Background: an optimization exercise with open tools, aiming at small area, a short achievable clock period and few clock cycles. Do not read the settings as production practice.
Function was checked by simulation only, so behaviour that the tests miss may differ from the original.
Power is estimated from default activity; no workload was simulated.

==> design/flow/design.v <==
module JAM (
           input CLK,
           input RST,
           output reg [2:0] W,
           output reg [2:0] J,
           input [6:0] Cost,
           output reg [3:0] MatchCount,
           output reg [9:0] MinCost,
           output reg Valid );
localparam ST_FIRST = 3'd0,   
           ST_MATCH = 3'd1,   
           ST_SCAN  = 3'd2,   
           ST_FINAL = 3'd3,   
           ST_FLUSH = 3'd4,   
           ST_CNT   = 3'd5,   
           ST_DONE  = 3'd6;
reg [2:0] st;           
reg       fst;          
reg [2:0] cstart;       
reg signed [9:0] X;     
reg [7:0] Dq;           
reg [7:0] nv  [0:7];    
reg [7:0] D   [0:7];    
reg [2:0] way [0:7];    
reg [2:0] p   [0:7];    
reg [7:0] m;            
reg [7:0] s;            
reg [2:0] i;            
reg [7:0] minval;       
reg [2:0] minj;
reg [6:0] mu;           
reg signed [8:0] off;   
reg [7:0] rem;          
reg       walking;
reg [2:0] wj;
reg       bv;
reg [2:0] bt;
reg [2:0] bj;
reg [2:0] bW;
reg       blast;
reg       bfst;
reg [7:0] bcand;        
reg       bnew;         
reg       bimpr;        
reg       beq;          
reg       elim;         
reg       chg;          
reg       ryser;
reg [3:0] tq;           
reg       tneg;
reg       tv;
reg       tlast;
wire [7:0] mrow = minval;        
wire [7:0] bits = Dq;            
wire [7:0] Cm   = s;             
wire [7:0] kd   = minval;        
wire [7:0] S    = Dq;            
integer k, r;
wire       bsrch = bv && (bt == ST_FIRST || bt == ST_SCAN);
wire       bfin  = bv && (bt == ST_FINAL);
wire [2:0] endj  = bnew ? bj : minj;
wire [7:0] endd  = bnew ? bcand : minval;
wire       endm  = m[endj];
wire [2:0] endp  = p[endj];
wire       bend  = bsrch && blast;               
wire       bdone = bend && !endm;                
wire       m_bj  = m[bj];
wire       wrong = bend && bnew && !bfst && (m[minj] || m_bj);
wire [7:0] minv_e = (bsrch && bnew) ? bcand : minval;
wire [2:0] minj_e = (bsrch && bnew) ? bj : minj;
wire [6:0] mu_e   = bend ? endd[6:0] : mu;
wire [7:0] bj_oh  = 8'd1 << bj;
wire [7:0] bitsf  = bnew ? bj_oh : (beq ? (bits | bj_oh) : bits);
wire [7:0] mrowf  = bnew ? bcand : mrow;
wire       bwrD   = bv && (bt == ST_FIRST || (bt == ST_SCAN && bimpr));
reg [7:0] pm_oh;
always @(*)
    for (k = 0; k < 8; k = k + 1)
        pm_oh[k] = (p[k] == bW);
function [9:0] ks10;
    input [9:0] a;
    input [9:0] b;
    input       cin;
    reg [9:0] p, g, gg, pp, gn, pn;
    integer q, d;
    begin
        p = a ^ b;
        g = a & b;
        gg = g;
        gg[0] = g[0] | (p[0] & cin);
        pp = p;
        for (d = 1; d < 10; d = d * 2) begin
            gn = gg;
            pn = pp;
            for (q = d; q < 10; q = q + 1) begin
                gn[q] = gg[q] | (pp[q] & gg[q-d]);
                pn[q] = pp[q] & pp[q-d];
            end
            gg = gn;
            pp = pn;
        end
        ks10 = p ^ {gg[8:0], cin};
    end
endfunction
wire [7:0] nv_J = nv[J];
wire [7:0] Y_e = (bv && bnew) ? bcand : minval;    
wire signed [9:0] cost_s = {3'd0, Cost};
wire signed [9:0] Y_s    = {2'd0, Y_e};
wire signed [9:0] Dq_s   = {2'd0, Dq};
wire signed [9:0] Tm     = ks10(Y_s, ~X, 1'b1);
wire signed [9:0] TD     = ks10(Dq_s, ~X, 1'b1);
wire       lt    = cost_s < Tm;       
wire       eqm   = cost_s == Tm;      
wire       impr  = cost_s < TD;       
wire       c3    = Dq < Y_e;
wire signed [9:0] sum = ks10(X, cost_s, 1'b0);
wire       newmin = fst || ((st == ST_FIRST) ? lt : (impr ? lt : c3));
wire [7:0] newD  = (st == ST_SCAN && !impr) ? Dq : sum[7:0];
wire       xlt   = fst || lt;
wire       xeq   = eqm;
wire [9:0] ma  = {2'd0, Dq};
wire [9:0] mb  = ~{3'd0, Cost};
wire [9:0] mc  = ~{3'd0, nv_J[6:0]};
wire [9:0] ms1 = ma ^ mb ^ mc;
wire [9:0] mc1 = {(ma[8:0] & mb[8:0]) | (ma[8:0] & mc[8:0]) | (mb[8:0] & mc[8:0]), 1'b1};
wire [9:0] offw = ks10(ms1, mc1, 1'b1);
wire signed [8:0] offn = offw[8:0];
wire [2:0] J1 = J + 3'd1;
wire       rowlast = (J1 == cstart);
wire [7:0] J_oh = 8'd1 << J;
function [7:0] lowbit;
    input [7:0] v;
    reg [7:0] below;
    integer q;
    begin
        below[0] = 1'b0;
        for (q = 1; q < 8; q = q + 1)
            below[q] = below[q-1] | v[q-1];
        lowbit = v & ~below;
    end
endfunction
function [2:0] enc8;
    input [7:0] v;
    begin
        enc8 = {v[7] | v[6] | v[5] | v[4], v[7] | v[6] | v[3] | v[2],
                v[7] | v[5] | v[3] | v[1]};
    end
endfunction
reg [2:0] fus;
always @(*) begin
    fus = 3'd0;
    for (k = 7; k >= 0; k = k - 1)
        if (!s[k]) fus = k;
end
wire [7:0] nxt_oh = lowbit(rem);
wire       has_nxt = |rem;
wire alast = (st == ST_SCAN) ? !has_nxt : rowlast;
wire [7:0] J1_oh = {J_oh[6:0], J_oh[7]};
reg  [6:0] nv_a;
always @(*) begin
    nv_a = 7'd0;
    for (k = 0; k < 8; k = k + 1)
        nv_a = nv_a | (nv[k][6:0] & {7{J1_oh[k]}});
end
wire [6:0] nvm_a = nv_a + mu_e;
wire [6:0] nvn_a = |(s & J1_oh) ? nvm_a : nv_a;
wire [7:0] jb_oh = nxt_oh;
wire [2:0] jb    = enc8(jb_oh);
reg  [7:0] nv_b, D_r;
always @(*) begin
    nv_b = 8'd0;
    D_r = 8'd0;
    for (k = 0; k < 8; k = k + 1) begin
        nv_b = nv_b | (nv[k] & {8{jb_oh[k]}});
        D_r = D_r | (D[k] & {8{jb_oh[k]}});
    end
end
wire [7:0] D_b   = (bwrD && |(bj_oh & jb_oh)) ? bcand : D_r;
wire signed [9:0] nvb_s = {3'd0, nv_b[6:0]};
wire [9:0] ms2 = ms1 ^ mc1 ^ nvb_s;
wire [9:0] mc2 = {(ms1[8:0] & mc1[8:0]) | (ms1[8:0] & nvb_s[8:0]) | (mc1[8:0] & nvb_s[8:0]), 1'b0};
wire signed [9:0] Km = ks10(ms2, mc2, 1'b1);
wire signed [9:0] Ks = ks10({off[8], off}, nvb_s, 1'b0);
wire signed [9:0] Kn = (st == ST_MATCH) ? Km : Ks;
wire [2:0] sgj   = fst ? J : minj_e;
wire [7:0] s_e   = (st == ST_FIRST) ? (s & ~J_oh) : s;
wire [7:0] rem_g = ~s_e & ~(8'd1 << sgj);
wire       sgdone = fst || !m[sgj];
wire [7:0] nv_f  = nv[fus];
wire [2:0] wr = way[wj];
reg [2:0] wc;
reg       wfound;
always @(*) begin
    wc = 3'd0;
    wfound = 1'b0;
    for (k = 0; k < 8; k = k + 1)
        if (m[k] && p[k] == wr) begin
            wc = k;
            wfound = 1'b1;
        end
end
function onehot8;
    input [7:0] v;
    reg [3:0] a1, m1;
    reg [1:0] a2, m2;
    begin
        a1 = {v[7] | v[6], v[5] | v[4], v[3] | v[2], v[1] | v[0]};
        m1 = {v[7] & v[6], v[5] & v[4], v[3] & v[2], v[1] & v[0]};
        a2 = {a1[3] | a1[2], a1[1] | a1[0]};
        m2 = {m1[3] | m1[2] | (a1[3] & a1[2]), m1[1] | m1[0] | (a1[1] & a1[0])};
        onehot8 = (a2[1] ^ a2[0]) ? !(m2[1] | m2[0]) : 1'b0;
    end
endfunction
reg [7:0] forced, yc;
always @(*) begin
    for (k = 0; k < 8; k = k + 1) begin
        for (r = 0; r < 8; r = r + 1)
            yc[r] = D[r][k];
        forced[k] = Cm[k] && (((D[k] & Cm) == 8'd0) || ((yc & Cm) == 8'd0));
    end
end
wire [7:0] Cleft = Cm & ~forced;
function [5:0] fcode;    
    input [3:0] n;
    input       alive;
    begin
        if (!alive) fcode = 6'b0_00_0_00;
        else case (n)
        4'd0: fcode = 6'b1_00_0_00;
        4'd1: fcode = 6'b0_00_0_00;
        4'd2: fcode = 6'b0_01_0_00;
        4'd3: fcode = 6'b0_00_1_11;
        4'd4: fcode = 6'b0_10_0_00;
        4'd5: fcode = 6'b0_00_0_01;
        4'd6: fcode = 6'b0_01_1_11;
        4'd7: fcode = 6'b0_00_1_10;
        default: fcode = 6'b0_11_0_00;
        endcase
    end
endfunction
wire [5:0] fc0 = fcode(nv[0][3:0], Cm[0]);
wire [5:0] fc1 = fcode(nv[1][3:0], Cm[1]);
wire [5:0] fc2 = fcode(nv[2][3:0], Cm[2]);
wire [5:0] fc3 = fcode(nv[3][3:0], Cm[3]);
wire [5:0] fc4 = fcode(nv[4][3:0], Cm[4]);
wire [5:0] fc5 = fcode(nv[5][3:0], Cm[5]);
wire [5:0] fc6 = fcode(nv[6][3:0], Cm[6]);
wire [5:0] fc7 = fcode(nv[7][3:0], Cm[7]);
reg        prz, psg;
reg  [2:0] pe01, pe23, pe45, pe67;
reg  [1:0] pt01, pt23, pt45, pt67;
reg        pneg, pv, plast;
always @(posedge CLK) begin
    prz  <= fc0[5] | fc1[5] | fc2[5] | fc3[5] | fc4[5] | fc5[5] | fc6[5] | fc7[5];
    psg  <= fc0[2] ^ fc1[2] ^ fc2[2] ^ fc3[2] ^ fc4[2] ^ fc5[2] ^ fc6[2] ^ fc7[2];
    pe01 <= fc0[4:3] + fc1[4:3];
    pe23 <= fc2[4:3] + fc3[4:3];
    pe45 <= fc4[4:3] + fc5[4:3];
    pe67 <= fc6[4:3] + fc7[4:3];
    pt01 <= fc0[1:0] + fc1[1:0];
    pt23 <= fc2[1:0] + fc3[1:0];
    pt45 <= fc4[1:0] + fc5[1:0];
    pt67 <= fc6[1:0] + fc7[1:0];
end
wire       rz   = prz;
wire       sg   = psg;
wire [4:0] esum = (pe01 + pe23) + (pe45 + pe67);
wire [1:0] tt   = (pt01 + pt23) + (pt45 + pt67);
reg [3:0] odd;
always @(*) begin
    case ({sg, tt})
    3'b000: odd = 4'd1;
    3'b001: odd = 4'd5;
    3'b010: odd = 4'd9;
    3'b011: odd = 4'd13;
    3'b100: odd = 4'd15;
    3'b101: odd = 4'd11;
    3'b110: odd = 4'd7;
    default: odd = 4'd3;
    endcase
end
wire [3:0] term = (rz || esum >= 5'd4) ? 4'd0 : (odd << esum[1:0]);
wire [7:0] ykd = ~kd & Cm;
reg  [7:0] por;          
always @(*) begin
    por[0] = ykd[0];
    for (k = 1; k < 8; k = k + 1)
        por[k] = por[k-1] | ykd[k];
end
wire [7:0] tb  = ykd & ~{por[6:0], 1'b0};
wire [7:0] kdn = (kd & por) | tb;
wire       tadd = |(~S & tb);
wire       klast = (kd == Cm);
always @(posedge CLK) begin
    if (RST) begin
        st <= ST_FIRST;
        W <= 3'd0;
        J <= 3'd0;
        cstart <= 3'd0;
        i <= 3'd0;
        m <= 8'd0;
        s <= 8'd0;
        fst <= 1'b1;
        X <= 10'sd0;
        bv <= 1'b0;
        walking <= 1'b0;
        MinCost <= 10'd0;
        MatchCount <= 4'd0;
        Valid <= 1'b0;
        elim <= 1'b1;
        ryser <= 1'b0;
        pv <= 1'b0;
        plast <= 1'b0;
        tv <= 1'b0;
        tlast <= 1'b0;
        for (k = 0; k < 8; k = k + 1)
            nv[k] <= 8'd0;
    end else begin
        if (walking) begin
            p[wj] <= wr;
            m[wj] <= 1'b1;
            if (wfound) wj <= wc;
            else walking <= 1'b0;
        end
        if (bwrD) D[bj] <= bcand;
        if (bv && bt == ST_SCAN && bimpr) way[bj] <= bW;
        if (bsrch && bnew) begin
            minval <= bcand;
            minj <= bj;
        end
        if (bfin) begin
            minval <= mrowf;
            Dq <= bitsf;
            if (blast) begin
                D[enc8(pm_oh)] <= bitsf & ~pm_oh;
                MinCost <= MinCost + {2'd0, mrowf};
            end
        end
        if (bend) begin
            if (bt == ST_FIRST)
                for (k = 0; k < 8; k = k + 1) way[k] <= i;
            if (!endm) begin
                mu <= endd[6:0];
                walking <= 1'b1;
                wj <= endj;
                i <= i + 3'd1;
            end else begin
                s <= s | (8'd1 << endj);
            end
        end
        bv <= 1'b0;
        if (wrong) begin
            fst <= 1'b1;
            if (!m_bj) begin
                W <= (i == 3'd7) ? 3'd0 : i + 3'd1;
                J <= fus;
                cstart <= fus;
                X <= {3'd0, nv_f[6:0]};
                st <= (i == 3'd7) ? ST_FINAL : ST_FIRST;
            end else begin
                W <= p[bj];
                J <= bj;
                rem <= ~s & ~bj_oh;
                Dq <= bcand;
                st <= ST_MATCH;
            end
        end else begin
            bt <= st;
            bj <= J;
            bW <= W;
            blast <= alast;
            bfst <= fst;
            case (st)
            ST_FIRST, ST_SCAN: begin
                bv <= 1'b1;
                bcand <= newD;
                bnew <= newmin;
                bimpr <= impr;
                if (st == ST_FIRST) begin
                    nv[J] <= {1'b0, X[6:0]};
                    s[J] <= 1'b0;
                end
                fst <= 1'b0;
                if (!alast) begin
                    J <= (st == ST_FIRST) ? J1 : jb;
                    rem <= rem & ~nxt_oh;
                    X <= (st == ST_FIRST) ? {3'd0, nvn_a} : Kn;
                    Dq <= D_b;
                end else begin
                    fst <= 1'b1;
                    if (sgdone) begin
                        W <= (i == 3'd7) ? 3'd0 : i + 3'd1;
                        J <= fus;
                        cstart <= fus;
                        X <= {3'd0, nv_f[6:0]};
                        st <= (i == 3'd7) ? ST_FINAL : ST_FIRST;
                    end else begin
                        W <= p[sgj];
                        J <= sgj;
                        rem <= rem_g;
                        Dq <= minv_e;
                        st <= ST_MATCH;
                    end
                end
            end
            ST_MATCH: begin
                off <= offn;
                nv[J] <= nv_J - Dq;
                J <= jb;
                rem <= rem & ~nxt_oh;
                X <= Kn;
                Dq <= D_b;
                fst <= 1'b1;
                st <= ST_SCAN;
            end
            ST_FINAL: begin
                bv <= 1'b1;
                bcand <= sum[7:0];
                bnew <= xlt;
                beq <= xeq;
                if (W == 3'd0) begin
                    nv[J] <= {1'b0, X[6:0]};
                    s[J] <= 1'b0;
                    MinCost <= MinCost - {3'd0, X[6:0]};
                end
                fst <= rowlast;
                J <= J1;
                X <= {3'd0, nvn_a};
                if (rowlast) begin
                    W <= W + 3'd1;
                    if (W == 3'd7) st <= ST_FLUSH;
                end
            end
            ST_FLUSH: begin
                st <= ST_CNT;
                chg <= 1'b1;
                s <= 8'hff;
                for (k = 0; k < 8; k = k + 1)
                    nv[k] <= 8'd0;
            end
            ST_CNT: begin
                if (tv) MatchCount <= tneg ? MatchCount - tq : MatchCount + tq;
                if (tlast) begin
                    Valid <= 1'b1;
                    st <= ST_DONE;
                end
                if (elim) begin
                    if (Cm == 8'd0) begin
                        MatchCount <= 4'd1;
                        Valid <= 1'b1;
                        st <= ST_DONE;
                    end else if (!chg) begin
                        elim <= 1'b0;
                        ryser <= 1'b1;
                        minval <= 8'd0;
                        Dq <= 8'd0;
                    end else begin
                        s <= Cleft;
                        chg <= |forced;
                    end
                end
                tq <= term;
                tneg <= pneg;
                tv <= pv;
                tlast <= plast;
                if (ryser) begin
                    pneg <= (^S) ^ (^Cm);
                    pv <= 1'b1;
                    minval <= kdn;
                    Dq <= S ^ tb;
                    for (k = 0; k < 8; k = k + 1)
                        if (|(D[k] & tb) || tb[k]) nv[k][3:0] <= tadd ? nv[k][3:0] + 4'd1 : nv[k][3:0] - 4'd1;
                    if (klast) begin
                        ryser <= 1'b0;
                        plast <= 1'b1;
                    end
                end
            end
            default: begin
            end
            endcase
        end
    end
end
endmodule
==> design/flow/run.sh <==
#!/bin/bash
# synth_recipe.tcl (not shown) runs the flow's synth.tcl, then flattens the netlist and writes it again
# the make line also repeats each setting of config.mk as NAME=value (left out here)
make -C /OpenROAD-flow-scripts/flow DESIGN_CONFIG=/design/flow/config.mk WORK_HOME=/design/flow/orfs CLKGATE_MAP_FILE= SYNTH_SCRIPT=/design/flow/synth_recipe.tcl finish
==> design/flow/config.mk <==
export PLATFORM = sky130hd
export DESIGN_NAME = JAM
export DESIGN_NICKNAME = JAM
export VERILOG_FILES = /design/flow/design.v
export SDC_FILE = /design/flow/constraint.sdc
export NUM_CORES = 4
export LEC_CHECK = 0
export CAP_MARGIN = 20
export CORE_MARGIN = 2
export CORE_UTILIZATION = 40
export SETUP_SLACK_MARGIN = 1.4
export SLEW_MARGIN = 20
==> design/flow/constraint.sdc <==
create_clock -name core_clock -period 5.0 [get_ports {CLK}]
set_input_delay 1.0000 -clock core_clock [delete_from_list [all_inputs] [get_ports {CLK}]]
set_output_delay 1.0000 -clock core_clock [all_outputs]
set_load 0.01 [all_outputs]
==> impl_metrics.py, run 1 <==
metrics = {
    "status": {
        "outcome": "timing/DRC/antenna clean",
    },
    "setup_path": {
        "crit_path_end_kind": "register",
        "slowest_delay_ps": 510,
        "crit_slowest_cell": "fa_1",
        "worstSetupPathType": "register to register",
        "worstPathRequired_ps": 5480,
        "crit_path_max_fanout": 7,
        "critPathMostFrequentCell": "inv_2",
        "cp_cell_sequence": "buf_6 -> nor4_4 -> and2_2 -> a221o_1 -> a221oi_2 -> nand2_4 -> inv_2 -> fa_1 -> inv_2 -> fa_2 -> a211oi_2 -> o21bai_1 -> a21oi_2 -> xor2_1 -> o32ai_2 -> o31ai_1 -> a31oi_1",
        "arrival_ps": 4450,
        "start_kind": "register",
    },
    "placement": {
        "dp_cells": 3605,
        "hpwlAfterDp_um": 80000,
        "placed_area_um2": 28100,
        "place.gp.congestion": 1.03,
        "dp_worst_setup_slack_ps": 522,
        "portBuffers": 29,
    },
    "synthesis": {
        "synthAdderAreaFrac_pct": 12.4,
        "synth_cell_type_count": 86,
        "yosysWarnings": 1,
        "synth_xor_area_share_pct": 5.48,
        "yosys.area.top_type": "edfxtp_1",
        "synth-compound-area-share_pct": 21.7,
        "synth_edf_count": 243,
        "synth_flop_cell": "edfxtp_1",
        "synth.most_common_cell": "nor2_1",
        "yosys-top-cells-count": "nor2_1 (244), edfxtp_1 (243), nand2_1 (213)",
        "postSynthCellCount": 2772,
        "synth_top_cell_area_share_pct": 27.9,
        "synth_nets": 3015,
        "muxShareOfSynthArea_pct": 7.42,
        "synth_seq_cells": 339,
        "yosys.area_share.simple_pct": 13.3,
        "synth_area_leaders": "edfxtp_1 (28%), ha_1 (9.1%), dfxtp_1 (7.3%), a21oi_1 (3.5%), nor2_1 (3.5%)",
        "syn_area_per_cell_um2": 9.45,
        "synth_top_family_by_area": "compound AO/OA/AOI/OAI gates",
        "async_flop_share_pct": 0,
        "syn-cell-area_um2": 26200,
        "ys_seq_area_share_pct": 35.2,
    },
    "detailed_routing": {
        "wl_um": 107000,
        "final_antenna_net_count": 0,
        "via_per_inst": 6.50,
        "drc": 0,
        "num_vias": 24500,
        "wire_per_inst_um": 28.5,
        "drtIter0Drc": 4186,
        "drtPass1Iterations": 11,
    },
    "sta": {
        "fin_crit_sh_pct": 79.3,
        "finalClockSkew_ps": 37.4,
        "setup_viol": 0,
        "drv_slew": 0,
        "hold_viol": 0,
        "timing.hold.ws_ps": 464,
        "slew_headroom_pct": 16.9,
        "rsz0062_at_grt": "yes",
        "tightest_slew_ps": 1240,
        "max_freq_mhz": 252,
        "setup_tns_ps": 0,
        "setup_slack_ps": 1040,
        "fin_crit_ps": 3960,
    },
    "floorplan": {
        "core_area_um2": 64600,
        "ioPinCount": 30,
        "std_cell_rows": 93,
        "die_w_um": 260,
        "fp.dieArea_um2": 67600,
        "die_y_um": 260,
        "initial_core_util_pct": 40.6,
    },
    "global_route": {
        "grt_remaining_overflow": 0,
        "antenna_found_initial": 1,
        "grt_pass1_wl_um": 156000,
        "first_global_vias": 23500,
        "grt.total_usage_pct": 30.9,
        "grt_max_degree": 47,
    },
    "clock_network": {
        "clock-sinks": 339,
        "cts_buffers": 43,
        "cts_tree": "yes",
        "htree_levels": 2,
        "clk_pin_slew_worst_paths_ps": 70,
        "holdBufCountCts": 0,
        "cts_buffer_depth": 3,
        "cts_root_buf": "clkbuf_16",
        "clk_latency_ps": 620,
    },
    "finish": {
        "num-nets-final": 3115,
        "fin_area_um2": 30800,
        "utilization_pct": 47.7,
        "syn2layout_area_growth_pct": 17.6,
        "drive_above_1_share_pct": 17.5,
        "fillerInstances": 6044,
        "fin_cells": 3763,
    },
    "pwr": {
        "netSwitchingFraction_pct": 48.4,
        "p_switching_mw": 11.6,
        "power_leakage_nw": 11.8,
        "seqPwrFrac_pct": 19.3,
        "power_frac_clock_pct": 13.6,
        "total_power_mw": 24.0,
        "p_comb_share_pct": 67.1,
        "max-vdd-ir-drop_uv": 567,
        "internal_power_mw": 12.4,
        "p_per_area_nw_per_um2": 779,
    },
    "worst_hold_path": {
        "hp-class": "register to register",
    },
    "run": {
        "maxCapViolCount": 0,
    },
}
-- logic make-up after synthesis --
group | count (synthesis)
muxes | 148
and+or+nand+nor | 747
xor gates and xnor gates | 164
DFF | 339
adders and majority gates | 234
buffers and inverters | 313
AOI/OAI and AO/OA | 827
-- worst paths after layout --
check	start	to	slack, ps	cells past startpoint
setup / recovery	rem[1]	X[6]	1040	17
hold / removal	tlast	tlast	460	2
setup reg to reg	rem[1]	X[6]	1040	17
hold reg to reg	tlast	tlast	460	2
-- cell type report --
| class | instances | area (um^2) | area share (%) |
|---|---|---|---|
| Antenna cell | 1 | 2.50 | 0.00812 |
| Clock buffer | 56 | 1260 | 4.10 |
| Clock inverter | 24 | 221 | 0.719 |
| Inverter | 151 | 583 | 1.89 |
| Multi-Input combinational cell | 2120 | 16600 | 54.0 |
| Sequential cell | 339 | 9230 | 30.0 |
| Tap cell | 855 | 1070 | 3.47 |
| Timing Repair Buffer | 217 | 1780 | 5.79 |
-- critical path: cells and delay by family (launching register included) --
| family | cells | cell delay, ps |
|---|---|---|
| AO/OA/AOI/OAI | 8 | 1260 |
| adder cells (fa/ha/maj) | 2 | 880 |
| AND/OR/NAND/NOR | 3 | 760 |
| flip-flops | 1 | 480 |
| buffers and inverters | 3 | 260 |
| XOR/XNOR | 1 | 200 |
-- power groups by stage --
stage	clock (mW)	combinational, mW	sequential, mW
after CTS	3.30	15.3	4.57
after floorplan	0	10.0	4.31
final	3.27	16.1	4.62
after global routing	3.39	17.2	4.66
after global placement	0	13.8	4.68
after detailed placement	0	14.1	4.68
-- placed cells by master, fill, tap and decap left out, types with 32 or more instances in the layout --
master / synthesis / layout
fa_1: 43 / 39
o22ai_1: 42 / 42
a21o_1: 39 / 39
ha_1: 191 / 167
clkbuf_16: 0 / 48
nand2b_1: 42 / 40
mux2i_1: 72 / 57
a21oi_1: 184 / 168
xor2_1: 81 / 81
inv_1: 146 / 134
edfxtp_1: 243 / 243
nor3_1: 41 / 38
o21ai_0: 123 / 107
nand2_1: 213 / 206
mux2_2: 41 / 39
a22oi_1: 75 / 74
dfxtp_1: 96 / 91
nor2_1: 244 / 238
a221oi_1: 44 / 43
a222oi_1: 32 / 32
mux4_2: 32 / 32
nand3_1: 70 / 63
buf_4: 2 / 171
xnor2_1: 83 / 80
-- layer usage --
layer | track usage [%] | part of all wire (%)
met3 | 6.68 | 10
met5 | 1.78 | 0.17
met1 | 40.3 | 39
met4 | 16.2 | 6.6
met2 | 48.0 | 43
-- timing repair --
item / CTS / global route
pin swaps: 32 / 29
gates resized for setup: 97 / 67
buffers inserted: 58 / 19
gates cloned: 0 / 0
setup endpoints to repair: 181 / 134
-- sequential cells by signal (all words and copies together) (netlist names), 4 cells and up, named ones only --
signal      cells
D              64
nv             56
p              24
way            24
MinCost        10
X              10
off             9
Dq              8
bcand           8
m               8
rem             8
s               8
mu              7
MatchCount      4
tq              4
Testbench counts, summed over its fixed seeds: cycles 4,776.
==> run 2, diff against run 1 <==
--- a/design/flow/config.mk
+++ b/design/flow/config.mk
@@ -9,4 +9,4 @@
 export CORE_MARGIN = 2
 export CORE_UTILIZATION = 40
-export SETUP_SLACK_MARGIN = 1.4
+export SETUP_SLACK_MARGIN = 1.15
 export SLEW_MARGIN = 20
==> impl_metrics.py, run 2 <==
metrics = {
    "finish": {
        "n_antenna_cell": 0,
        "reg.largest.list": "D x64, nv x56",
        "final_cell_mix": "edfxtp_1 (243), nor2_1 (241), nand2_1 (208)",
        "largest_reg_flops": 64,
        "top_register": "D",
        "drive_above_1_share_pct": 15.6,
        "num-nets-final": 3107,
        "layout_commonest_cell": "edfxtp_1",
        "syn2layout_area_growth_pct": 16.1,
    },
    "floorplan": {
        "initial_core_util_pct": 40.6,
        "std_cell_rows": 93,
        "ioPinCount": 30,
        "fp.dieArea_um2": 67600,
        "die_y_um": 260,
        "die_w_um": 260,
        "core_area_um2": 64600,
    },
    "worst_hold_path": {
        "hp-class": "register to register",
        "whs_endpoint": "pv",
        "hold_depth": 2,
        "holdCritStartpoint": "pv",
    },
    "pwr": {
        "seqPwrFrac_pct": 19.7,
        "p_switching_mw": 11.5,
        "power_frac_clock_pct": 13.3,
        "p_comb_share_pct": 66.9,
        "p_per_area_nw_per_um2": 785,
        "power_leakage_nw": 11.7,
        "max-vdd-ir-drop_uv": 531,
        "netSwitchingFraction_pct": 48.2,
        "internal_power_mw": 12.4,
    },
    "synthesis": {
        "async_flop_share_pct": 0,
        "yosys.area.top_type": "edfxtp_1",
        "synth_area_leaders": "edfxtp_1 (28%), ha_1 (9.1%), dfxtp_1 (7.3%), a21oi_1 (3.5%), nor2_1 (3.5%)",
        "ys_seq_area_share_pct": 35.2,
        "yosysWarnings": 1,
        "synth_seq_cells": 339,
        "synth_flop_cell": "edfxtp_1",
        "synth.most_common_cell": "nor2_1",
        "synth_nets": 3015,
        "synth_edf_count": 243,
        "synth_cell_type_count": 86,
        "postSynthCellCount": 2772,
        "yosys-top-cells-count": "nor2_1 (244), edfxtp_1 (243), nand2_1 (213)",
        "syn_area_per_cell_um2": 9.45,
        "syn-cell-area_um2": 26200,
        "synth_top_cell_area_share_pct": 27.9,
    },
    "clock_network": {
        "cts_buffer_depth": 3,
        "htree_levels": 2,
        "cts_tree": "yes",
        "cts_root_buf": "clkbuf_16",
        "clk_pin_slew_worst_paths_ps": 70,
        "clock-sinks": 339,
        "cts_buffers": 40,
        "clk_latency_ps": 600,
    },
    "detailed_routing": {
        "wl_um": 110000,
        "drtPass1Iterations": 8,
        "num_vias": 24500,
        "via_per_inst": 6.52,
        "wire_per_inst_um": 29.4,
        "drtIter0Drc": 3423,
        "drc": 0,
        "final_antenna_net_count": 0,
    },
    "sta": {
        "drv_slew": 0,
        "tightest_slew_ps": 1120,
        "setup_slack_ps": 920,
        "setup_tns_ps": 0,
        "slew_headroom_pct": 24.5,
        "finalClockSkew_ps": 26.3,
        "fin_crit_ps": 4080,
        "max_freq_mhz": 245,
        "rsz0062_at_grt": "yes",
        "hold_viol": 0,
        "setup_viol": 0,
        "fin_crit_sh_pct": 81.6,
    },
    "placement": {
        "hpwlAfterDp_um": 82800,
        "place.gp.congestion": 1.00,
        "portBuffers": 29,
        "dp_worst_setup_slack_ps": 381,
    },
    "setup_path": {
        "cp.buffers_inverters": 2,
        "arrival_ps": 4420,
        "crit_start": "J[1]",
        "timing.rr.end": "rem[4]",
        "crit_slowest_cell": "a21oi_1",
        "start_kind": "register",
        "worstSetupPathType": "register to register",
        "path_delay_family": "compound AO/OA/AOI/OAI gates",
        "crit_path_max_fanout": 15,
        "reg2reg_slack_ps": 920,
        "rr_worst_depth": 12,
        "worstPathRequired_ps": 5340,
        "slowest_delay_ps": 570,
        "crit_path_end_kind": "register",
        "cp_cell_sequence": "buf_4 -> ha_1 -> ha_2 -> xor2_1 -> and3_1 -> a21oi_1 -> inv_1 -> nand2_1 -> a311oi_1 -> a31oi_1 -> nor2_1 -> a31o_2",
        "regToRegStartpoint": "J[1]",
    },
    "global_route": {
        "antenna_found_initial": 2,
        "grt.total_usage_pct": 32.1,
        "grt_pass1_wl_um": 160000,
        "first_global_vias": 23600,
        "grt_remaining_overflow": 0,
        "grt_max_degree": 45,
    },
    "run": {
        "maxCapViolCount": 0,
    },
    "status": {
        "outcome": "timing/DRC/antenna clean",
    },
}
[run 2: routing by layer]
layer / wire length, um / global-route usage, % / up-vias
met2: 48000 / 49.5 / 1544
met1: 44900 / 43.0 / 12000
met5: 0 / 0 / -
met4: 6460 / 16.3 / 0
met3: 10900 / 6.13 / 353
li1: - / - / 10600
[run 2: layout make-up]
| type | count | area (um^2) |
|---|---|---|
| Inverter | 151 | 579 |
| Clock inverter | 24 | 313 |
| Clock buffer | 49 | 1070 |
| Tap cell | 855 | 1070 |
| Multi-Input combinational cell | 2120 | 16400 |
| Sequential cell | 339 | 9230 |
| Timing Repair Buffer | 212 | 1740 |
| Fill cell | 6114 | 34200 |
[run 2: what timing repair did]
action,CTS,global route
resized for setup,58,47
hold buffers,0,0
endpoints found under the setup margin,67,106
hold endpoints to repair,0,0
setup buffers,33,31
pin swaps,18,31
[run 2: worst max path at each step]
stage | to | slack, ps | cells past startpoint
2_1_floorplan | X[6] | 1150 | 16
3_3_place_gp | X[8] | 340 | 15
4_1_cts | X[9] | 1000 | 15
6_report | rem[4] | 920 | 12
3_5_place_dp | X[6] | 380 | 14
5_1_grt | X[6] | 840 | 17
[run 2: cells by family after synthesis]
kind of cell | count (synthesis) | synth area share (%)
AOI/OAI and AO/OA | 827 | 21.7
buffers and inverters | 313 | 4.57
DFF | 339 | 35.2
muxes | 148 | 7.42
xor gates and xnor gates | 164 | 5.48
adders and majority gates | 234 | 12.4
and+or+nand+nor | 747 | 13.3
[run 2: power by group through the flow]
stage          Clock (mW)  Sequential, mW  Combinational [mW]
6_report             3.18            4.71                16.0
2_1_floorplan           0            4.31                9.80
3_3_place_gp            0            4.78                13.7
3_5_place_dp            0            4.79                13.8
4_1_cts              3.21            4.67                14.9
5_1_grt              3.32            4.74                17.1
[run 2: worst reg2reg max path, cell delays in order (launching register included)]
cell and delay [ps]:
dfxtp_1 330, buf_4 260, ha_1 400, ha_2 380, xor2_1 190, and3_1 200, a21oi_1 570, inv_1 330
nand2_1 550, a311oi_1 140, a31oi_1 220, nor2_1 60, a31o_2 210
[run 2: per-stage QoR]
step / area, um^2 / std cells / utilization, % / hold slack, ps / power (mW)
floorplan: 26500 / 2772 / - / 400 / 14.1
global placement: 28100 / 3613 / 43.5 / 451 / 18.5
detailed placement: 28100 / 3613 / 43.5 / 454 / 18.6
CTS: 30000 / 3719 / 46.4 / 469 / 22.8
global route: 30400 / 3750 / 47.1 / 496 / 25.2
finish: 30400 / 3750 / 47.1 / 471 / 23.9
==> run 3, diff against run 2 <==
--- a/design/flow/config.mk
+++ b/design/flow/config.mk
@@ -8,5 +8,5 @@
 export CAP_MARGIN = 20
 export CORE_MARGIN = 2
-export CORE_UTILIZATION = 40
-export SETUP_SLACK_MARGIN = 1.15
+export CORE_UTILIZATION = 60
+export SETUP_SLACK_MARGIN = 1.0
 export SLEW_MARGIN = 20
==> impl_metrics.py, run 3 <==
metrics = {
    "sta": {
        "setup_viol": 0,
        "fin_crit_sh_pct": 82.1,
        "fin_crit_ps": 4110,
        "hold_viol": 0,
        "tightest_slew_ps": 1190,
        "slew_headroom_pct": 19.9,
        "setup_tns_ps": 0,
        "finalClockSkew_ps": 19.3,
        "max_freq_mhz": 244,
        "rsz0062_at_grt": "yes",
        "drv_slew": 0,
    },
    "finish": {
        "fillerInstances": 3318,
        "reg.largest.list": "D x64, nv x56",
        "final_cell_mix": "edfxtp_1 (243), nor2_1 (243), nand2_1 (209)",
        "seq_area_um2": 9230,
        "multi_input_area_um2": 16100,
        "utilization_pct": 68.7,
        "num-nets-final": 3088,
        "largest_reg_flops": 64,
        "top_register": "D",
        "drive_above_1_share_pct": 13.6,
        "syn2layout_area_growth_pct": 13.0,
    },
    "synthesis": {
        "synth_edf_count": 243,
        "synth.most_common_cell": "nor2_1",
        "yosys.area.top_type": "edfxtp_1",
        "syn_area_per_cell_um2": 9.45,
        "synth_flop_cell": "edfxtp_1",
        "synth_top_cell_area_share_pct": 27.9,
        "postSynthCellCount": 2772,
        "ys_seq_area_share_pct": 35.2,
        "synth_nets": 3015,
        "synth_cell_type_count": 86,
        "synth_area_leaders": "edfxtp_1 (28%), ha_1 (9.1%), dfxtp_1 (7.3%), a21oi_1 (3.5%), nor2_1 (3.5%)",
        "async_flop_share_pct": 0,
        "yosysWarnings": 1,
        "synth_seq_cells": 339,
        "syn-cell-area_um2": 26200,
        "yosys-top-cells-count": "nor2_1 (244), edfxtp_1 (243), nand2_1 (213)",
    },
    "floorplan": {
        "ioPinCount": 30,
        "die_w_um": 213,
        "std_cell_rows": 76,
        "fp.dieArea_um2": 45300,
        "initial_core_util_pct": 60.8,
        "die_y_um": 213,
        "core_area_um2": 43100,
    },
    "clock_network": {
        "htree_levels": 2,
        "cts_tree": "yes",
        "clk_latency_ps": 590,
        "cts_root_buf": "clkbuf_16",
        "cts_buffers": 40,
        "cts_buffer_depth": 3,
        "clk_pin_slew_worst_paths_ps": 70,
        "clock-sinks": 339,
    },
    "worst_hold_path": {
        "whs_endpoint": "tlast",
        "hold_depth": 2,
        "hp-class": "register to register",
        "holdCritStartpoint": "plast",
    },
    "global_route": {
        "antenna_found_initial": 3,
        "grt_remaining_overflow": 0,
        "first_global_vias": 23700,
        "grt_max_degree": 46,
        "grt_pass1_wl_um": 152000,
        "grt.total_usage_pct": 45.7,
    },
    "placement": {
        "place.gp.congestion": 1.08,
        "hpwlAfterDp_um": 77800,
        "portBuffers": 29,
    },
    "setup_path": {
        "crit_path_end_kind": "register",
        "start_kind": "register",
        "worstSetupPathType": "register to register",
        "reg2reg_slack_ps": 890,
        "worstPathRequired_ps": 5420,
        "crit_path_max_fanout": 9,
        "arrival_ps": 4530,
        "timing.rr.end": "J[0]",
        "rr_worst_depth": 8,
        "regToRegStartpoint": "bt[0]",
    },
    "detailed_routing": {
        "drtPass1Iterations": 10,
        "wl_um": 104000,
        "drc": 0,
        "num_vias": 25000,
        "drtIter0Drc": 4013,
        "final_antenna_net_count": 0,
        "wire_per_inst_um": 30.2,
        "via_per_inst": 7.21,
    },
    "pwr": {
        "power_leakage_nw": 11.6,
        "p_per_area_nw_per_um2": 775,
        "max-vdd-ir-drop_uv": 655,
    },
    "run": {
        "maxCapViolCount": 0,
    },
    "status": {
        "outcome": "timing/DRC/antenna clean",
    },
}
-- run 3: changes by cell type in the layout (fill, tap and decap cells not counted), moves of 4 or more --
cell	delta
ha_1	+18
buf_4	-17
ha_4	-14
bufinv_16	-4
clkbuf_16	+4
clkinvlp_4	+4
ha_2	-4
inv_1	+4
inv_2	-4
o31ai_1	+4
o31ai_2	-4
-- run 3: worst max-delay path, cell delays in order, from the launching register on --
cell      delay (ps)
edfxtp_1         520
and4bb_1         480
mux2_2           460
mux2i_4          360
mux4_2           630
a22oi_4          500
mux2i_1          170
a211o_1          340
a211oi_2         470
-- run 3: cell type report --
| type | count | share of cell area [%] |
|---|---|---|
| antenna | 1 | 0.00845 |
| clock buffer | 51 | 3.92 |
| clock inverter | 22 | 0.744 |
| inverter | 151 | 1.94 |
| multi-input combinational | 2120 | 54.4 |
| sequential | 339 | 31.2 |
| tap | 585 | 2.47 |
| timing repair buffer | 193 | 5.34 |
-- run 3: logic make-up (layout without fill, tap and decap cells) --
logic type	after synthesis	in the layout	synth area share [%]
buf+inv	313	417	4.57
fa+ha+maj	234	234	12.4
mux	148	148	7.42
xor+xnor	164	164	5.48
compound gates	827	827	21.7
flops	339	339	35.2
other cells	0	1	0
simple gates	747	747	13.3
-- run 3: report_power, final --
part           leakage (nW)  internal [mW]  total [mW]  switching [mW]
Combinational          7.86           6.03        15.1            9.11
Sequential             3.11           3.87        4.67           0.799
Clock                 0.652           1.81        3.13            1.32
-- run 3: metal layers --
layer | share of wire, % | global-route usage, % | vias up
met5 | 0 | 0 | -
met4 | 7.8 | 30.0 | 0
met3 | 13 | 11.0 | 511
met2 | 42 | 68.5 | 2044
met1 | 37 | 58.9 | 11900
li1 | - | - | 10600
-- run 3: what timing repair did --
action                                  CTS  global route
gates resized for setup                  33            45
endpoints found under the hold margin     0             0
pin swaps                                 4            16
buffers inserted                         15            34
hold buffers                              0             0
endpoints found under the setup margin   41            58
-- run 3: worst max path at each step --
| stage | start | end | slack (ps) | depth (start not counted) |
|---|---|---|---|---|
| 2_1_floorplan | rem[1] | X[6] | 1000 | 17 |
| 3_3_place_gp | Cost[1] | X[7] | 420 | 14 |
| 3_5_place_dp | Cost[1] | X[6] | 390 | 14 |
| 4_1_cts | nv[6][3] | X[6] | 930 | 13 |
| 5_1_grt | rem[2] | X[8] | 860 | 18 |
| 6_report | bt[0] | J[0] | 890 | 8 |
-- run 3: per-stage QoR --
step	std cells	setup WS (ps)	hold slack (ps)	area, um^2	total power, mW
6_report	3462	893	460	29600	22.9
5_1_grt	3461	864	477	29600	24.0
4_1_cts	3427	926	449	29200	21.7
3_5_place_dp	3339	392	452	27500	18.1
3_3_place_gp	3339	417	438	27500	17.8
2_1_floorplan	2772	1000	400	26300	13.9
==> run 4, diff against run 3 <==
--- a/design/flow/design.v
+++ b/design/flow/design.v
@@ -45,5 +45,4 @@
 reg       beq;          
 reg       elim;         
-reg       chg;          
 reg       ryser;
 reg [3:0] tq;           
@@ -434,5 +433,4 @@
             ST_FLUSH: begin
                 st <= ST_CNT;
-                chg <= 1'b1;
                 s <= 8'hff;
                 for (k = 0; k < 8; k = k + 1)
@@ -446,9 +444,5 @@
                 end
                 if (elim) begin
-                    if (Cm == 8'd0) begin
-                        MatchCount <= 4'd1;
-                        Valid <= 1'b1;
-                        st <= ST_DONE;
-                    end else if (!chg) begin
+                    if (forced == 8'd0) begin
                         elim <= 1'b0;
                         ryser <= 1'b1;
@@ -457,5 +451,9 @@
                     end else begin
                         s <= Cleft;
-                        chg <= |forced;
+                        if (Cleft == 8'd0) begin
+                            MatchCount <= 4'd1;
+                            Valid <= 1'b1;
+                            st <= ST_DONE;
+                        end
                     end
                 end
--- a/design/flow/config.mk
+++ b/design/flow/config.mk
@@ -8,5 +8,5 @@
 export CAP_MARGIN = 20
 export CORE_MARGIN = 2
-export CORE_UTILIZATION = 60
+export CORE_UTILIZATION = 40
 export SETUP_SLACK_MARGIN = 1.0
 export SLEW_MARGIN = 20
==> impl_metrics.py, run 4 <==
metrics = {
    "sta": {
        "setup_slack_ps": 829,
        "finalClockSkew_ps": 43.2,
        "tightest_slew_ps": 1090,
        "fin_crit_sh_pct": 83.4,
        "rsz0062_at_grt": "yes",
        "setup_viol": 0,
        "max_freq_mhz": 240,
        "drv_slew": 0,
        "slew_headroom_pct": 25.5,
        "setup_tns_ps": 0,
        "hold_viol": 0,
        "fin_crit_ps": 4170,
    },
    "finish": {
        "fin_cells": 3784,
        "reg.largest.list": "D x64, nv x56",
        "n_antenna_cell": 0,
        "utilization_pct": 47.0,
        "top_register": "D",
        "num-nets-final": 3134,
        "layout_commonest_cell": "nand2_1",
        "largest_reg_flops": 64,
        "syn2layout_area_growth_pct": 16.2,
        "fin_area_um2": 30200,
        "final_cell_mix": "nand2_1 (243), edfxtp_1 (242), nor2_1 (237)",
        "drive_above_1_share_pct": 15.6,
        "fillerInstances": 6044,
    },
    "setup_path": {
        "worstSetupPathType": "register to register",
        "crit_slowest_cell": "fa_1",
        "crit_path_end_kind": "register",
        "worstPathRequired_ps": 5440,
        "slowest_delay_ps": 520,
        "start_kind": "register",
        "arrival_ps": 4610,
        "critPathMostFrequentCell": "fa_1",
        "crit_path_max_fanout": 5,
        "cp_cell_sequence": "buf_6 -> mux4_2 -> mux2_4 -> fa_1 -> inv_2 -> fa_1 -> ha_4 -> a21o_1 -> a21oi_2 -> nor2b_1 -> o21a_1 -> o41a_1 -> xnor2_1 -> a22o_1 -> nand3_1 -> a21oi_1",
    },
    "placement": {
        "hpwlAfterDp_um": 80100,
        "place.gp.congestion": 1.02,
        "dp_worst_setup_slack_ps": 226,
        "placed_area_um2": 28100,
        "dp_cells": 3662,
        "portBuffers": 29,
    },
    "synthesis": {
        "synth.most_common_cell": "nand2_1",
        "synth_cell_type_count": 89,
        "synth_seq_cells": 338,
        "synth_nets": 3020,
        "yosys-top-cells-count": "nand2_1 (246), edfxtp_1 (242), nor2_1 (242)",
        "ys_seq_area_share_pct": 35.3,
        "yosysWarnings": 1,
        "synth_edf_count": 242,
        "synth_flop_cell": "edfxtp_1",
        "postSynthCellCount": 2781,
        "synth_top_cell_area_share_pct": 27.9,
        "async_flop_share_pct": 0,
        "syn-cell-area_um2": 26000,
        "syn_area_per_cell_um2": 9.35,
        "synth_area_leaders": "edfxtp_1 (28%), ha_1 (9.0%), dfxtp_1 (7.4%), a21oi_1 (4.2%), nand2_1 (3.6%)",
        "yosys.area.top_type": "edfxtp_1",
    },
    "detailed_routing": {
        "via_per_inst": 6.29,
        "num_vias": 23800,
        "drc": 0,
        "drtPass1Iterations": 6,
        "final_antenna_net_count": 0,
        "wire_per_inst_um": 27.7,
        "drtIter0Drc": 3042,
        "wl_um": 105000,
    },
    "clock_network": {
        "cts_buffers": 42,
        "clk_pin_slew_worst_paths_ps": 70,
        "clk_latency_ps": 600,
        "holdBufCountCts": 0,
        "clock-sinks": 338,
        "cts_tree": "yes",
        "htree_levels": 2,
        "cts_buffer_depth": 3,
        "cts_root_buf": "clkbuf_16",
    },
    "floorplan": {
        "die_w_um": 259,
        "std_cell_rows": 93,
        "initial_core_util_pct": 40.4,
        "fp.dieArea_um2": 67100,
        "ioPinCount": 30,
        "die_y_um": 259,
        "core_area_um2": 64300,
    },
    "global_route": {
        "grt_pass1_wl_um": 153000,
        "first_global_vias": 23100,
        "grt_max_degree": 46,
        "antenna_found_initial": 2,
        "grt.total_usage_pct": 30.5,
        "grt_remaining_overflow": 0,
    },
    "pwr": {
        "power_leakage_nw": 11.8,
        "p_per_area_nw_per_um2": 636,
        "max-vdd-ir-drop_uv": 508,
    },
    "worst_hold_path": {
        "hp-class": "register to register",
    },
    "run": {
        "maxCapViolCount": 0,
    },
    "status": {
        "outcome": "timing/DRC/antenna clean",
    },
}
==> run 4: cell types whose count changed after synthesis, moves of 15 or more <==
| cell | delta |
|---|---|
| a21oi_1 | +32 |
| nand2_1 | +33 |
| xnor2_1 | +17 |
| o21ai_0 | +18 |
| nor3_1 | +15 |
| clkbuf_1 | -15 |
==> run 4: worst paths after layout <==
path | from | end | slack [ps] | depth (start not counted)
worst max-delay path | register | X[8] | 830 | 16
worst min-delay path | pv | tv | 470 | 2
worst min register to register | pv | tv | 470 | 2
worst max register to register | register | X[8] | 830 | 16
==> run 4: worst max-delay path: cells and delay by family, from the launching register on <==
family                   cells  cell delay, ps
XOR/XNOR                     1             130
buffers and inverters        2             170
AO/OA/AOI/OAI                6            1120
AND/OR/NAND/NOR              2             140
flip-flops                   1             400
multiplexers                 2             820
adder cells (fa/ha/maj)      3            1230
==> run 4: layer usage <==
layer	up-vias	track usage, %	wire [um]
met1	11700	40.7	42500
li1	10500	-	-
met3	298	5.19	9520
met5	-	0	23
met4	4	15.0	5800
met2	1312	47.9	46800
==> run 4: through the flow <==
step | power (mW) | hold WS [ps]
4_1_cts | 18.6 | 466
2_1_floorplan | 11.1 | 400
3_5_place_dp | 14.5 | 453
5_1_grt | 20.3 | 487
6_report | 19.2 | 467
3_3_place_gp | 14.3 | 448
==> run 4: cell families (layout without fill, tap and decap cells) <==
logic type | after synthesis | in the layout | synth area share (%)
DFF | 338 | 338 | 35.3
AOI/OAI and AO/OA | 790 | 790 | 20.2
muxes | 153 | 153 | 7.79
adders and majority gates | 230 | 230 | 12.3
and+or+nand+nor | 785 | 785 | 13.9
xor gates and xnor gates | 168 | 168 | 5.66
buffers and inverters | 317 | 465 | 4.79
==> run 4: final cells by class <==
class                   count  area [um^2]  share of cell area [%]
multi-input cells        2126        16000                    52.8
flip-flops and latches    338         9200                    30.5
repair buffers            235         1920                    6.34
clock buffers              57         1290                    4.26
well taps                 855         1070                    3.54
inverters                 152          582                    1.93
clock inverters            21          198                   0.654
==> run 4: what timing repair did <==
item	CTS	global route
setup buffers	25	19
pin swaps	11	12
endpoints found under the setup margin	20	31
resized for setup	45	36
==> run 4: power by group <==
group	switching, mW	total [mW]	internal (mW)
Combinational	6.60	11.6	5.02
Clock	1.31	3.28	1.97
Sequential	0.643	4.33	3.69
Testbench counts of run 4, summed over its fixed seeds: cycles 4,752.
==> run 5, diff against run 4 <==
--- a/design/flow/design.v
+++ b/design/flow/design.v
@@ -77,29 +77,4 @@
     for (k = 0; k < 8; k = k + 1)
         pm_oh[k] = (p[k] == bW);
-function [9:0] ks10;
-    input [9:0] a;
-    input [9:0] b;
-    input       cin;
-    reg [9:0] p, g, gg, pp, gn, pn;
-    integer q, d;
-    begin
-        p = a ^ b;
-        g = a & b;
-        gg = g;
-        gg[0] = g[0] | (p[0] & cin);
-        pp = p;
-        for (d = 1; d < 10; d = d * 2) begin
-            gn = gg;
-            pn = pp;
-            for (q = d; q < 10; q = q + 1) begin
-                gn[q] = gg[q] | (pp[q] & gg[q-d]);
-                pn[q] = pp[q] & pp[q-d];
-            end
-            gg = gn;
-            pp = pn;
-        end
-        ks10 = p ^ {gg[8:0], cin};
-    end
-endfunction
 wire [7:0] nv_J = nv[J];
 wire [7:0] Y_e = (bv && bnew) ? bcand : minval;    
@@ -107,11 +82,11 @@
 wire signed [9:0] Y_s    = {2'd0, Y_e};
 wire signed [9:0] Dq_s   = {2'd0, Dq};
-wire signed [9:0] Tm     = ks10(Y_s, ~X, 1'b1);
-wire signed [9:0] TD     = ks10(Dq_s, ~X, 1'b1);
+wire signed [9:0] Tm     = Y_s - X;
+wire signed [9:0] TD     = Dq_s - X;
 wire       lt    = cost_s < Tm;       
 wire       eqm   = cost_s == Tm;      
 wire       impr  = cost_s < TD;       
 wire       c3    = Dq < Y_e;
-wire signed [9:0] sum = ks10(X, cost_s, 1'b0);
+wire signed [9:0] sum = X + cost_s;
 wire       newmin = fst || ((st == ST_FIRST) ? lt : (impr ? lt : c3));
 wire [7:0] newD  = (st == ST_SCAN && !impr) ? Dq : sum[7:0];
@@ -123,5 +98,5 @@
 wire [9:0] ms1 = ma ^ mb ^ mc;
 wire [9:0] mc1 = {(ma[8:0] & mb[8:0]) | (ma[8:0] & mc[8:0]) | (mb[8:0] & mc[8:0]), 1'b1};
-wire [9:0] offw = ks10(ms1, mc1, 1'b1);
+wire [9:0] offw = ms1 + mc1 + 10'd1;
 wire signed [8:0] offn = offw[8:0];
 wire [2:0] J1 = J + 3'd1;
@@ -179,6 +154,6 @@
 wire [9:0] ms2 = ms1 ^ mc1 ^ nvb_s;
 wire [9:0] mc2 = {(ms1[8:0] & mc1[8:0]) | (ms1[8:0] & nvb_s[8:0]) | (mc1[8:0] & nvb_s[8:0]), 1'b0};
-wire signed [9:0] Km = ks10(ms2, mc2, 1'b1);
-wire signed [9:0] Ks = ks10({off[8], off}, nvb_s, 1'b0);
+wire signed [9:0] Km = ms2 + mc2 + 10'sd1;
+wire signed [9:0] Ks = off + nvb_s;
 wire signed [9:0] Kn = (st == ST_MATCH) ? Km : Ks;
 wire [2:0] sgj   = fst ? J : minj_e;
==> impl_metrics.py, run 5 <==
metrics = {
    "status": {
        "outcome": "timing/DRC/antenna clean",
    },
    "synthesis": {
        "synth_flop_cell": "edfxtp_1",
        "synth_nets": 2911,
        "async_flop_share_pct": 0,
        "postSynthCellCount": 2671,
        "yosys-top-cells-count": "nand2_1 (246), edfxtp_1 (242), nor2_1 (225)",
        "synth_edf_count": 242,
        "synth_area_leaders": "edfxtp_1 (28%), ha_1 (9.1%), dfxtp_1 (7.4%), mux4_2 (4.3%), nand2_1 (3.6%)",
        "synth_top_cell_area_share_pct": 28.1,
        "yosys.area.top_type": "edfxtp_1",
        "synth_cell_type_count": 103,
        "syn_area_per_cell_um2": 9.67,
        "synth.most_common_cell": "nand2_1",
        "yosysWarnings": 1,
        "synth_seq_cells": 338,
        "ys_seq_area_share_pct": 35.6,
        "syn-cell-area_um2": 25800,
    },
    "finish": {
        "syn2layout_area_growth_pct": 14.5,
        "utilization_pct": 46.1,
        "fillerInstances": 5976,
        "n_antenna_cell": 0,
        "fin_area_um2": 29600,
        "drive_above_1_share_pct": 14.1,
        "num-nets-final": 3006,
        "multi_input_area_um2": 15600,
        "largest_reg_flops": 64,
        "layout_commonest_cell": "nand2_1",
        "final_cell_mix": "nand2_1 (243), edfxtp_1 (242), nor2_1 (223)",
        "seq_area_um2": 9200,
        "reg.largest.list": "D x64, nv x56",
        "top_register": "D",
    },
    "detailed_routing": {
        "drtPass1Iterations": 11,
        "wire_per_inst_um": 28.2,
        "via_per_inst": 6.41,
        "num_vias": 23400,
        "drtIter0Drc": 3698,
        "drc": 0,
        "wl_um": 103000,
        "final_antenna_net_count": 0,
    },
    "global_route": {
        "grt_remaining_overflow": 0,
        "grt_pass1_wl_um": 151000,
        "antenna_found_initial": 0,
        "first_global_vias": 22700,
        "grt_max_degree": 38,
        "grt.total_usage_pct": 30.3,
    },
    "sta": {
        "tightest_slew_ps": 1130,
        "fin_crit_ps": 4390,
        "rsz0062_at_grt": "yes",
        "setup_tns_ps": 0,
        "hold_viol": 0,
        "finalClockSkew_ps": 30.6,
        "fin_crit_sh_pct": 87.7,
        "setup_viol": 0,
        "setup_slack_ps": 614,
        "max_freq_mhz": 228,
        "drv_slew": 0,
        "slew_headroom_pct": 24.1,
    },
    "floorplan": {
        "initial_core_util_pct": 40.3,
        "core_area_um2": 64100,
        "fp.dieArea_um2": 66600,
        "die_y_um": 258,
        "ioPinCount": 30,
        "std_cell_rows": 93,
        "die_w_um": 258,
    },
    "setup_path": {
        "regToRegStartpoint": "rem[0]",
        "crit_start": "rem[0]",
        "crit_path_max_fanout": 6,
        "arrival_ps": 4900,
        "crit_path_end_kind": "register",
        "worstPathRequired_ps": 5520,
        "worstSetupPathType": "register to register",
        "start_kind": "register",
    },
    "clock_network": {
        "cts_buffer_depth": 3,
        "clk_latency_ps": 600,
        "holdBufCountCts": 0,
        "cts_root_buf": "clkbuf_16",
        "clk_pin_slew_worst_paths_ps": 70,
        "cts_tree": "yes",
        "htree_levels": 2,
        "clock-sinks": 338,
        "cts_buffers": 42,
    },
    "placement": {
        "portBuffers": 29,
        "place.gp.congestion": 1.04,
        "hpwlAfterDp_um": 78100,
        "placed_area_um2": 27600,
        "dp_worst_setup_slack_ps": 243,
    },
    "pwr": {
        "max-vdd-ir-drop_uv": 467,
        "total_power_mw": 17.0,
        "power_leakage_nw": 11.5,
        "p_per_area_nw_per_um2": 575,
    },
    "run": {
        "maxCapViolCount": 0,
    },
    "worst_hold_path": {
        "holdCritStartpoint": "plast",
        "hp-class": "register to register",
    },
}
[run 5: cell count changes in the layout (fill, tap and decap cells not counted), moves of 18 or more]
cell | previous run | this run
mux2_2 | 41 | 23
buf_4 | 195 | 164
a21oi_1 | 212 | 166
xor2_1 | 67 | 94
o21ai_0 | 135 | 89
mux2i_1 | 72 | 48
xnor2_1 | 100 | 73
[run 5: routing by layer]
layer / GRT usage, % / part of all wire, %
met1: 39.7 / 39
met2: 48.4 / 45
met3: 5.95 / 9.8
met4: 13.6 / 5.5
met5: 0 / 0
[run 5: cell type report]
cell class	instances	share of cell area, %
multi-input combinational	2031	52.9
sequential	338	31.1
timing repair buffer	198	5.38
clock buffer	54	3.88
tap	855	3.62
inverter	155	2.00
clock inverter	24	1.16
[run 5: timing repair]
| item | CTS | global route |
|---|---|---|
| buffers inserted | 7 | 26 |
| cloned | 0 | 1 |
| gates resized for setup | 22 | 23 |
| pin swaps | 4 | 11 |
| endpoints found under the setup margin | 30 | 57 |
[run 5: critical path, stage by stage (launching register included)]
cell      delay (ps)
edfxtp_1         410
or4_4            620
nor4b_4          430
buf_4            200
a221oi_1          70
nand2_1          170
inv_1             90
fa_1             550
inv_1             50
ha_1             340
a21oi_2          150
nor2b_1           80
o21a_1           190
o41ai_2          250
xnor2_1          160
a22oi_1          100
or3_1            320
a21oi_1          140
[run 5: cells by family after synthesis]
family	count (synthesis)	share of synthesized area (%)
mux	131	7.86
buf+inv	303	4.63
fa+ha+maj	231	12.5
xor+xnor	167	5.66
compound gates	744	20.0
simple gates	757	13.9
flops	338	35.6
[run 5: power by group]
part,internal [mW],switching [mW],leakage [nW]
Combinational,3.95,5.52,7.67
Sequential,3.58,0.600,3.09
Clock,2.01,1.37,0.715
[run 5: worst paths after layout]
kind              endpoint  slack, ps  cells after the start
setup / recovery      X[8]        610                     17
hold reg to reg      tlast        460                      2
hold / removal       tlast        460                      2
setup reg to reg      X[8]        610                     17
[run 5: metrics by stage]
stage / instances / hold slack (ps)
6_report: 3655 / 458
5_1_grt: 3655 / 490
4_1_cts: 3628 / 460
3_5_place_dp: 3543 / 445
3_3_place_gp: 3543 / 440
2_1_floorplan: 2671 / 400
Testbench counts of run 5, summed over its fixed seeds: cycles 4,752.
==> run 6, diff against run 5 <==
--- a/design/flow/design.v
+++ b/design/flow/design.v
@@ -32,4 +32,5 @@
 reg signed [8:0] off;   
 reg [7:0] rem;          
+reg [7:0] nxo;          
 reg       walking;
 reg [2:0] wj;
@@ -77,5 +78,4 @@
     for (k = 0; k < 8; k = k + 1)
         pm_oh[k] = (p[k] == bW);
-wire [7:0] nv_J = nv[J];
 wire [7:0] Y_e = (bv && bnew) ? bcand : minval;    
 wire signed [9:0] cost_s = {3'd0, Cost};
@@ -95,5 +95,5 @@
 wire [9:0] ma  = {2'd0, Dq};
 wire [9:0] mb  = ~{3'd0, Cost};
-wire [9:0] mc  = ~{3'd0, nv_J[6:0]};
+wire [9:0] mc  = ~{1'b0, off};           
 wire [9:0] ms1 = ma ^ mb ^ mc;
 wire [9:0] mc1 = {(ma[8:0] & mb[8:0]) | (ma[8:0] & mc[8:0]) | (mb[8:0] & mc[8:0]), 1'b1};
@@ -127,5 +127,6 @@
         if (!s[k]) fus = k;
 end
-wire [7:0] nxt_oh = lowbit(rem);
+wire [7:0] nxt_oh = nxo;
+wire [7:0] rem_n  = rem & ~nxo;
 wire       has_nxt = |rem;
 wire alast = (st == ST_SCAN) ? !has_nxt : rowlast;
@@ -334,6 +335,8 @@
             end else begin
                 W <= p[bj];
+                off <= {2'd0, nv[bj][6:0]};
                 J <= bj;
                 rem <= ~s & ~bj_oh;
+                nxo <= lowbit(~s & ~bj_oh);
                 Dq <= bcand;
                 st <= ST_MATCH;
@@ -358,5 +361,6 @@
                 if (!alast) begin
                     J <= (st == ST_FIRST) ? J1 : jb;
-                    rem <= rem & ~nxt_oh;
+                    rem <= rem_n;
+                    nxo <= lowbit(rem_n);
                     X <= (st == ST_FIRST) ? {3'd0, nvn_a} : Kn;
                     Dq <= D_b;
@@ -371,6 +375,8 @@
                     end else begin
                         W <= p[sgj];
+                        off <= {2'd0, nv[sgj][6:0]};
                         J <= sgj;
                         rem <= rem_g;
+                        nxo <= lowbit(rem_g);
                         Dq <= minv_e;
                         st <= ST_MATCH;
@@ -380,7 +386,8 @@
             ST_MATCH: begin
                 off <= offn;
-                nv[J] <= nv_J - Dq;
+                nv[J] <= {1'b0, off[6:0]} - Dq;
                 J <= jb;
-                rem <= rem & ~nxt_oh;
+                rem <= rem_n;
+                nxo <= lowbit(rem_n);
                 X <= Kn;
                 Dq <= D_b;
==> impl_metrics.py, run 6 <==
metrics = {
    "synthesis": {
        "synth.most_common_cell": "edfxtp_1",
        "yosys-top-cells-count": "edfxtp_1 (249), nand2_1 (234), nor2_1 (233)",
        "yosys.area.top_type": "edfxtp_1",
        "synth_nets": 3138,
        "synthAdderAreaFrac_pct": 12.0,
        "synth-compound-area-share_pct": 21.8,
        "synth_xor_area_share_pct": 5.38,
        "synth_top_family_by_area": "compound AO/OA/AOI/OAI gates",
        "async_flop_share_pct": 0,
        "synth_edf_count": 249,
        "yosys.area_share.simple_pct": 14.2,
        "syn_area_per_cell_um2": 9.33,
        "muxShareOfSynthArea_pct": 7.19,
        "synth_area_leaders": "edfxtp_1 (28%), ha_1 (8.8%), dfxtp_1 (6.9%), a21oi_1 (3.8%), nand2_1 (3.3%)",
        "syn-cell-area_um2": 27000,
        "synth_top_cell_area_share_pct": 27.7,
        "synth_flop_cell": "edfxtp_1",
        "postSynthCellCount": 2896,
        "yosysWarnings": 1,
        "synth_cell_type_count": 94,
        "ys_seq_area_share_pct": 34.6,
        "synth_seq_cells": 342,
    },
    "sta": {
        "fin_crit_ps": 3980,
        "setup_slack_ps": 1020,
        "finalClockSkew_ps": 31.3,
        "slew_headroom_pct": 24.3,
        "hold_viol": 0,
        "setup_viol": 0,
        "timing.hold.ws_ps": 456,
        "max_freq_mhz": 251,
        "drv_slew": 0,
        "setup_tns_ps": 0,
        "rsz0062_at_grt": "yes",
        "fin_crit_sh_pct": 79.6,
        "tightest_slew_ps": 1130,
    },
    "floorplan": {
        "ioPinCount": 30,
        "core_area_um2": 67000,
        "fp.dieArea_um2": 69600,
        "die_y_um": 264,
        "initial_core_util_pct": 40.3,
        "die_w_um": 264,
        "std_cell_rows": 95,
    },
    "setup_path": {
        "worstPathRequired_ps": 5270,
        "cp.buffers_inverters": 2,
        "regToRegStartpoint": "fst",
        "crit_slowest_cell": "dfxtp_1",
        "crit_start": "fst",
        "cp_cell_sequence": "inv_1 -> nor2_1 -> o21ai_0 -> a32oi_1 -> a22oi_2 -> or4_4 -> a311oi_1 -> buf_4",
        "crit_path_max_fanout": 15,
        "worstSetupPathType": "register to register",
        "rr_worst_depth": 8,
        "arrival_ps": 4250,
        "start_kind": "register",
        "crit_path_end_kind": "register",
        "reg2reg_slack_ps": 1020,
        "path_depth": 8,
        "timing.rr.end": "off[7]",
        "cp-endpoint": "off[7]",
        "path_delay_family": "compound AO/OA/AOI/OAI gates",
        "slowest_delay_ps": 900,
    },
    "placement": {
        "dp_worst_setup_slack_ps": 326,
        "portBuffers": 29,
        "place.gp.congestion": 0.984,
        "hpwlAfterDp_um": 86200,
    },
    "global_route": {
        "grt_max_degree": 53,
        "grt_remaining_overflow": 0,
        "first_global_vias": 24100,
        "grt.total_usage_pct": 32.0,
        "grt_pass1_wl_um": 165000,
        "antenna_found_initial": 3,
    },
    "finish": {
        "layout_commonest_cell": "edfxtp_1",
        "largest_reg_flops": 64,
        "n_antenna_cell": 0,
        "num-nets-final": 3181,
        "syn2layout_area_growth_pct": 12.9,
        "final_cell_mix": "edfxtp_1 (249), nor2_1 (232), nand2_1 (232)",
        "drive_above_1_share_pct": 12.2,
        "utilization_pct": 45.5,
        "top_register": "D",
        "reg.largest.list": "D x64, nv x56",
    },
    "worst_hold_path": {
        "hp-class": "register to register",
        "holdCritStartpoint": "pv",
    },
    "pwr": {
        "power_leakage_nw": 11.8,
        "max-vdd-ir-drop_uv": 411,
        "total_power_mw": 18.5,
        "p_per_area_nw_per_um2": 605,
    },
    "clock_network": {
        "clock-sinks": 342,
        "clk_latency_ps": 600,
        "cts_buffers": 44,
        "cts_root_buf": "clkbuf_16",
        "cts_tree": "yes",
        "cts_buffer_depth": 3,
        "htree_levels": 2,
        "clk_pin_slew_worst_paths_ps": 70,
    },
    "detailed_routing": {
        "final_antenna_net_count": 0,
        "num_vias": 25300,
        "drtIter0Drc": 3545,
        "drc": 0,
        "drtPass1Iterations": 10,
        "via_per_inst": 6.56,
        "wire_per_inst_um": 29.7,
        "wl_um": 114000,
    },
    "run": {
        "maxCapViolCount": 0,
    },
    "status": {
        "outcome": "timing/DRC/antenna clean",
    },
}
-- run 6: cell count changes in the layout (fill, tap and decap cells not counted), sizes merged, moves of 12 or more --
cell / before / now
a21oi: 171 / 204
buf: 170 / 148
mux4: 49 / 34
mux2: 26 / 38
o211ai: 14 / 38
nand3: 56 / 70
o2111ai: 14 / 0
a22oi: 79 / 116
xor2: 94 / 82
o21ai: 103 / 147
a31oi: 40 / 25
mux2i: 56 / 73
nand4: 15 / 30
-- run 6: worst min-delay path by stage --
stage                 end  cells past startpoint  slack (ps)
floorplan            tneg                      0         400
global placement    tlast                      2         440
detailed placement  tlast                      2         450
CTS                 tlast                      2         460
global route           tv                      2         490
finish                 tv                      2         460
-- run 6: cells by family after synthesis --
group                      count (synthesis)
adders and majority gates                233
and+or+nand+nor                          808
muxes                                    145
DFF                                      342
xor gates and xnor gates                 166
buffers and inverters                    336
AOI/OAI and AO/OA                        866
-- run 6: worst reg2reg max path, stage by stage (launching register included) --
cell and delay (ps):
dfxtp_1 900, inv_1 250, nor2_1 370, o21ai_0 170, a32oi_1 360, a22oi_2 250
or4_4 520, a311oi_1 500, buf_4 320
-- run 6: layer usage --
metal	global-route usage [%]	vias to the layer above	wire, um
li1	-	11000	-
met1	43.1	12400	46600
met2	50.1	1577	50700
met3	6.18	303	11300
met4	13.7	4	5540
met5	0	-	27
-- run 6: metrics by stage --
| step | instance area [um^2] | cells |
|---|---|---|
| 5_1_grt | 30500 | 3848 |
| 2_1_floorplan | 27000 | 2896 |
| 4_1_cts | 30300 | 3838 |
| 3_5_place_dp | 28700 | 3751 |
| 3_3_place_gp | 28700 | 3751 |
| 6_report | 30500 | 3848 |
-- run 6: final cells by class --
| class | count | area [um^2] |
|---|---|---|
| clock buffers | 64 | 1320 |
| repair buffers | 176 | 1420 |
| inverters | 157 | 602 |
| fillers | 6346 | 36500 |
| multi-input cells | 2218 | 16500 |
| well taps | 873 | 1090 |
| flip-flops and latches | 342 | 9350 |
| clock inverters | 18 | 221 |
-- run 6: power breakdown --
part	internal [mW]	switching [mW]	total, mW
logic	4.19	6.39	10.6
registers	3.69	0.780	4.47
clock network	2.06	1.35	3.41
-- run 6: timing repair --
action	in CTS	in global routing
setup endpoints to repair	23	47
pin swaps	1	6
hold buffers	0	0
buffers inserted	5	10
resized for setup	18	27
Testbench counts of run 6, summed over its fixed seeds: cycles 4,752.

## what the ideal ports hide
How much do the figures lean on ideal ports? The routed layouts below were timed once more, with nothing changed but the port constraints. Step 1 sets driving cells, clkbuf_16 on the clock port and buf_2 on the other inputs (assumed; they add their load-dependent delay and slew). Step 2, shift: input delay + t, output delay - t, t = (earliest + latest rising clock arrival at the registers) / 2. This alone moves slack from input paths to output paths. Three values: ideal, step 1, step 2; two values: the first two.
run | shift t [ns] | setup slack, ns | worst slew at a driven data input, ns
run 1 | 0.667 | 1.036 / 1.036 / 0.622 | 0.03
run 2 | 0.645 | 0.920 / 0.920 / 0.537 | 0.04
run 3 | 0.639 | 0.893 / 0.893 / 0.560 | 0.04
run 4 | 0.639 | 0.829 / 0.829 / 0.303 | 0.04
run 5 | 0.651 | 0.614 / 0.614 / 0.240 | 0.04
run 6 | 0.647 | 1.020 / 1.020 / 0.592 | 0.03
After both steps every run listed still meets setup and hold. For run 4, which loses most, drivers alone change the setup slack by 0.000 ns; drivers and shift together by -0.526 ns.
